Context: an optimization exercise on an open-source flow, tuned for small area and a short achievable clock period. The choices shown serve that exercise and are no tape-out recipe.
For this run, only the layout was checked, not whether the RTL still works.
Power figures rest on the tool's default switching activity, not on a simulated workload.

==> design.v <==
module output_fifo(
  input         s_aclk,
  input         s_aresetn,
  input         s_axis_tvalid,
  output        s_axis_tready,
  input  [31:0] s_axis_tdata,
  output        m_axis_tvalid,
  input         m_axis_tready,
  output [31:0] m_axis_tdata
);
reg [31:0] mem [0:127];
reg [6:0]  wr_ptr;
reg [6:0]  rd_ptr;
reg [7:0]  count;
wire push = s_axis_tvalid;
wire pop  = m_axis_tready & (count != 0);
assign s_axis_tready = 1'b1;
assign m_axis_tvalid = (count != 0);
assign m_axis_tdata  = mem[rd_ptr];
always @(posedge s_aclk)
begin
    if(!s_aresetn)
    begin
        wr_ptr <= 0;
        rd_ptr <= 0;
        count  <= 0;
    end
    else
    begin
        if(push)
            wr_ptr <= wr_ptr + 1'b1;
        if(pop)
            rd_ptr <= rd_ptr + 1'b1;
        count <= count + {7'd0, push} - {7'd0, pop};
    end
end
always @(posedge s_aclk)
begin
    if(s_aresetn & push)
        mem[wr_ptr] <= s_axis_tdata;
end
endmodule
module mulitiplier(
input             i_clk,
input             i_rst_n,
input [31:0]      i_data,
input             i_data_valid,
output            o_data_ready,
output reg[31:0]  o_data,
output reg        o_data_valid,
input             i_data_ready
);
assign o_data_ready   =   i_data_ready;
wire signed [15:0] realPart;
wire signed [15:0] imagePart;
assign realPart = i_data[15:0];
assign imagePart = i_data[31:16];
always @(posedge i_clk)
begin
    if(!i_rst_n)
        o_data_valid   <=  1'b0;
    else
    begin
		o_data <= imagePart*imagePart + realPart*realPart;
		o_data_valid  <=    i_data_valid;
	end  
end
endmodule
module output_ctrl(
input        i_clk,
input        i_rst_n,
input [31:0] i_data,
input        i_data_valid,
output       o_data_ready,
output [31:0]o_data,
output  reg  o_data_valid,
input        i_data_ready
);
reg [6:0]   sample_cnt;
reg [6:0]   read_cnt;
wire        valid_input_data;
wire        valid_output_data;
wire        fifo_rd_en;
reg  [31:0] fifo_wr_data;
wire [31:0] fifo_rd_data;
reg  [1:0]  window_cnt;
reg         fifo_wr_en;
assign valid_input_data  = i_data_valid & o_data_ready;
assign valid_output_data = o_data_valid & i_data_ready;
assign fifo_rd_en        = (window_cnt == 0) ? valid_output_data : valid_input_data;
assign o_data            = {{2{fifo_rd_data[31]}},fifo_rd_data[31:2]};
always @(posedge i_clk)
begin
    if(!i_rst_n)
	 begin
	     sample_cnt  <=   0;
	 end
	 else
	 begin
       if(valid_input_data)
	         sample_cnt   <=   sample_cnt + 1'b1;
	 end			
end
always @(posedge i_clk)
begin
    if(!i_rst_n)
	 begin
	     read_cnt  <=   0;
	 end
	 else
	 begin
       if(valid_output_data)
	         read_cnt   <=   read_cnt + 1'b1;
	 end			
end
always @(posedge i_clk)
begin
    if(!i_rst_n)
	     window_cnt   <=   0;
	 else
	 begin
        if((sample_cnt == 127) & valid_input_data)
	         window_cnt   <=   window_cnt + 1;
	 end			
end
always @(posedge i_clk)
begin
    if(!i_rst_n)
	     o_data_valid   <=   0;
	 else
	 begin
        if((read_cnt == 127) & valid_output_data)
	         o_data_valid    <=    1'b0;
        else if((window_cnt==3) & (sample_cnt == 127) & valid_input_data)
	         o_data_valid    <=    1'b1;
	 end			
end
always @(posedge i_clk)
begin
    if(valid_input_data)
	 begin
	     fifo_wr_en    <=    1'b1;
	     if(window_cnt == 0)
		      fifo_wr_data <= i_data;
		  else
            fifo_wr_data <= i_data + fifo_rd_data;		  
	 end
	 else
	     fifo_wr_en    <=    1'b0;
end
output_fifo fifo (
  .s_aclk(i_clk),  
  .s_aresetn(i_rst_n),  
  .s_axis_tvalid(fifo_wr_en),  
  .s_axis_tready(o_data_ready),  
  .s_axis_tdata(fifo_wr_data),  
  .m_axis_tvalid(),            
  .m_axis_tready(fifo_rd_en),  
  .m_axis_tdata(fifo_rd_data)  
);
endmodule
module fft_computer(
input        i_clk,
input        i_rst_n,
input        i_data_valid,
input [31:0] i_data,
output       o_data_ready,
output       o_data_valid,
output [31:0]o_data,
input        i_data_ready
); 
wire [31:0] fft_data;
wire        fft_data_valid;
wire        fft_data_ready;
wire [31:0] mult_data;
wire        mult_data_valid;
wire        mult_data_ready;
assign fft_data       = i_data;
assign fft_data_valid = i_data_valid;
assign o_data_ready   = fft_data_ready;
mulitiplier mult (
    .i_clk(i_clk), 
    .i_rst_n(i_rst_n), 
    .i_data(fft_data), 
    .i_data_valid(fft_data_valid), 
    .o_data_ready(fft_data_ready), 
    .o_data(mult_data), 
    .o_data_valid(mult_data_valid), 
    .i_data_ready(mult_data_ready)
);
output_ctrl ctrl (
    .i_clk(i_clk), 
    .i_rst_n(i_rst_n), 
    .i_data(mult_data), 
    .i_data_valid(mult_data_valid), 
    .o_data_ready(mult_data_ready), 
    .o_data(o_data), 
    .o_data_valid(o_data_valid), 
    .i_data_ready(i_data_ready)
);
endmodule
==> run.sh <==
#!/bin/bash
# synth_recipe.tcl (not shown) runs the flow's synth.tcl, then flattens the netlist and writes it again
# the make line also repeats each setting of config.mk as NAME=value (left out here)
make -C /OpenROAD-flow-scripts/flow DESIGN_CONFIG=/design/flow/config.mk WORK_HOME=/design/flow/orfs CLKGATE_MAP_FILE= SYNTH_SCRIPT=/design/flow/synth_recipe.tcl finish
==> config.mk <==
export PLATFORM = sky130hd
export DESIGN_NAME = fft_computer
export DESIGN_NICKNAME = fft_computer
export VERILOG_FILES = /design/flow/design.v
export SDC_FILE = /design/flow/constraint.sdc
export NUM_CORES = 4
export LEC_CHECK = 0
export CAP_MARGIN = 20
export CORE_MARGIN = 2
export CORE_UTILIZATION = 45
export SLEW_MARGIN = 20
export SYNTH_MEMORY_MAX_BITS = 8192
==> constraint.sdc <==
create_clock -name core_clock -period 10.0 [get_ports {i_clk}]
set_input_delay 2.0000 -clock core_clock [delete_from_list [all_inputs] [get_ports {i_clk}]]
set_output_delay 2.0000 -clock core_clock [all_outputs]
set_load 0.01 [all_outputs]
==> flow_metrics.tcl <==
set metrics [dict create \
    nNetsFinal 9568 \
    yosysSeqAreaShare_pct 70.3 \
    fillers 31000 \
    routed_wl_mm 464 \
    p_per_area_nw_per_um2 311 \
    power.leakage_uw 0.0643 \
    ctsResizeCount 0 \
    grt_pass1_vias 88900 \
    synthCells 8391 \
    grt-ovfl-total 0 \
    finalPower_uw 62800 \
    cts-root-buf "clkbuf_16" \
    ir_drop_mv 1.42 \
    fin_ws_ns 0.904 \
    grt_pass1_wl_mm 662 \
    cts_tree "done" \
    crit_family "adder cells" \
    clk_pin_slew_ns 0.06 \
    synthToLayoutAreaGrowth_pct 12.6 \
    cpMostUsedCell "fa_1" \
    die_width_um 635 \
    setup.worst_path.class "input pin to flop" \
    period_needed_ns 9.10 \
    slew_headroom_pct 22.3 \
    hold-path-endpoint "ctrl.o_data_valid" \
    synth_async_sr_flop_share_pct 0 \
    hold_viol 0 \
    cp_slowest_cell "clkdlybuf4s50_1" \
    via_count 85700 \
    dr.first_iter.drc_count 10900 \
    critPathMaxFanout 6 \
    layout-drive-gt1-share_pct 26.4 \
    synth_cell_types 61 \
    ios 70 \
    grt_max_degree 151 \
    status "timing/DRC/antenna clean" \
    holdWs_ns 0.458 \
    synth_edf_count 4160 \
    die_h_um 635 \
    cap_violations 0 \
    cts-htree-levels 5 \
    layout_common_cells "edfxtp_1, mux4_2, inv_1" \
    gp_congestion 0.846 \
    worstSetupStartpointType "input pin" \
    port_buffers 68 \
    reg2reg_slack_ns 2.94 \
    arrival_ns 9.79 \
    synth.avg_cell_area_sq_um 21.4 \
    clkSinkCount 4208 \
    hold_depth 1 \
    core_sq_um 396000 \
    cts_setup_buffers 0 \
    antenna_found_initial 42 \
    tightest_slew_ns 1.16 \
    rows 231 \
    dp.final_hpwl_mm 269 \
    drc 0 \
    drtPass1Iterations 6 \
    drv_slew 0 \
    final_area_sq_um 202000 \
    rsz0062_at_grt "false" \
    mostFrequentLayoutCell "edfxtp_1" \
    synth-seq-cells 4208 \
    netlist_area_sq_um 179000 \
    grt_use_total_pct 23.1 \
    cts_buffers 415 \
    r2r-end "ctrl.fifo_wr_data[26]" \
    drtAntennaViolNets 0 \
    syn_nets 9144 \
    critPathBufInv 8 \
    cp_slowest_stage_delay_ns 0.67 \
    cts_hold_buf 0 \
    worstPathRequired_ns 10.70 \
    ys.flop_type "edfxtp_1" \
    worstSetupEndpointType "flop" \
    max_freq_ghz 0.110 \
    reg2regPathDepth 18 \
    start_util_pct 45.2 \
    clk_path_buf_depth 4 \
    dp_slack_ns -0.124 \
    dieArea_sq_um 403000 \
    period_share_pct 91.0 \
    cp.depth 25 \
    yosysWarnings 3 \
    vias_per_cell 5.94 \
    setup_viol 0 \
    worstHoldPathType "flop to flop" \
    finalSetupTns_ns 0 \
    clock-skew-final_ns 0.0449 \
    post_drt_wl_per_cell_um 32.2 \
    dpl_cell_area_sq_um 189000 \
    clk_latency_ns 0.97 \
    hold_start "ctrl.read_cnt[6]" \
]
## state kept, by name, indices dropped and copies added (netlist names), named ones only
register,flops
ctrl.sample_cnt,7
ctrl.fifo_wr_data,32
mult.o_data,32
ctrl.fifo.mem,4096
mult.o_data_valid,1
ctrl.o_data_valid,1
ctrl.fifo.wr_ptr,7
ctrl.fifo.count,8
ctrl.read_cnt,7
ctrl.fifo_wr_en,1
ctrl.fifo.rd_ptr,7
ctrl.window_cnt,2
## synthesized netlist by cell type (all sizes together) (11+ instances only)
| cell | number | share of area [%] |
|---|---|---|
| a21o | 31 | 0.13 |
| a21oi | 60 | 0.17 |
| and2 | 121 | 0.42 |
| and3 | 11 | 0.038 |
| buf | 137 | 0.41 |
| clkbuf | 249 | 0.52 |
| dfxtp | 48 | 0.54 |
| edfxtp | 4160 | 70 |
| fa | 523 | 5.8 |
| ha | 194 | 1.4 |
| inv | 673 | 1.4 |
| mux2 | 37 | 0.23 |
| mux4 | 1334 | 17 |
| nand2 | 218 | 0.46 |
| nand3 | 26 | 0.073 |
| nor2 | 198 | 0.41 |
| nor2b | 34 | 0.12 |
| nor3 | 17 | 0.047 |
| o21ai | 61 | 0.17 |
| o21bai | 14 | 0.059 |
| xnor2 | 71 | 0.35 |
| xor2 | 38 | 0.19 |
## where the power goes
part / switching (uW) / internal [uW] / total (uW) / leakage [uW]
logic: 14900 / 11300 / 26100 / 0.0202
registers: 89.6 / 21400 / 21500 / 0.0378
clock network: 6620 / 8550 / 15200 / 0.00637
total: 21600 / 41200 / 62800 / 0.0643
## cell type report
cell class	instances	area [sq um]	share of cell area, %
Clock inverter	243	2160	1.07
Inverter	674	2530	1.25
Antenna cell	20	50.0	0.0248
Sequential cell	4208	126000	62.4
Timing Repair Buffer	393	3460	1.71
Multi-Input combinational cell	3123	50100	24.8
Clock buffer	518	10900	5.42
Tap cell	5242	6560	3.25
## worst register-to-register path: cells and delay by family, from the launching register on
| kind | cells | cell delay, ns |
|---|---|---|
| AOI/OAI and AO/OA | 7 | 1.78 |
| xor gates and xnor gates | 1 | 0.15 |
| buffers and inverters | 3 | 1.07 |
| adders and majority gates | 2 | 0.45 |
| muxes | 4 | 2.36 |
| DFF | 1 | 0.92 |
| and+or+nand+nor | 1 | 0.05 |
## cells by family (layout without fill, tap and decap cells)
family	after synthesis	count (layout)	synth area share [%]
buffers and inverters	1060	1828	2.34
and+or+nand+nor	678	678	1.77
other	1	21	0.00209
DFF	4208	4208	70.3
muxes	1378	1378	17.0
adders and majority gates	717	717	7.20
xor gates and xnor gates	109	109	0.533
AOI/OAI and AO/OA	240	240	0.855
## per-stage QoR
step / util (%) / cells
6_report: 50.9 / 14400
5_1_grt: 50.9 / 14400
4_1_cts: 50.9 / 14400
3_5_place_dp: 47.6 / 13600
3_3_place_gp: 47.6 / 13600
2_1_floorplan: - / 8391
## worst max-delay path by stage
stage          startpoint         endpoint
2_1_floorplan  i_data[15]  mult.o_data[31]
3_3_place_gp   i_data[18]  mult.o_data[30]
3_5_place_dp   i_data[18]  mult.o_data[30]
4_1_cts        i_data[18]  mult.o_data[30]
5_1_grt        i_data[18]  mult.o_data[30]
6_report       i_data[18]  mult.o_data[30]
## metal layers
metal | track usage [%] | routed length, um | up-vias | part of all wire (%)
met4 | 6.26 | 12900 | 4 | 2.8
li1 | - | - | 34400 | -
met5 | 0 | 31 | - | 0.0067
met2 | 36.4 | 220000 | 3879 | 47
met1 | 33.8 | 192000 | 46800 | 41
met3 | 3.52 | 39900 | 606 | 8.6

[separate check: timing with driven ports]
Ports are ideal in the flow. The routed layout listed here was re-timed in OpenROAD.
Step 1 assumes that a clkbuf_16 drives the clock port and a buf_2 every other input.
Step 2 adds t to the input delays and takes it off the output delays; t is the mean of the earliest and latest rising clock arrival at the registers after step 1. Input paths then give back, and output paths get back, about the clock's delay inside the block.
a / b / c = no drivers / after step 1 / after step 2; a / b = the first two.
t, ns: 1.063
slack for setup (ns): 0.904 / 0.993 / -0.071
pins driven straight from the clock port: 1
With both steps, setup timing fails in this run, where it was met with ideal ports. The setup slack of this run moves by +0.089 ns with the drivers and by -0.975 ns with both steps.
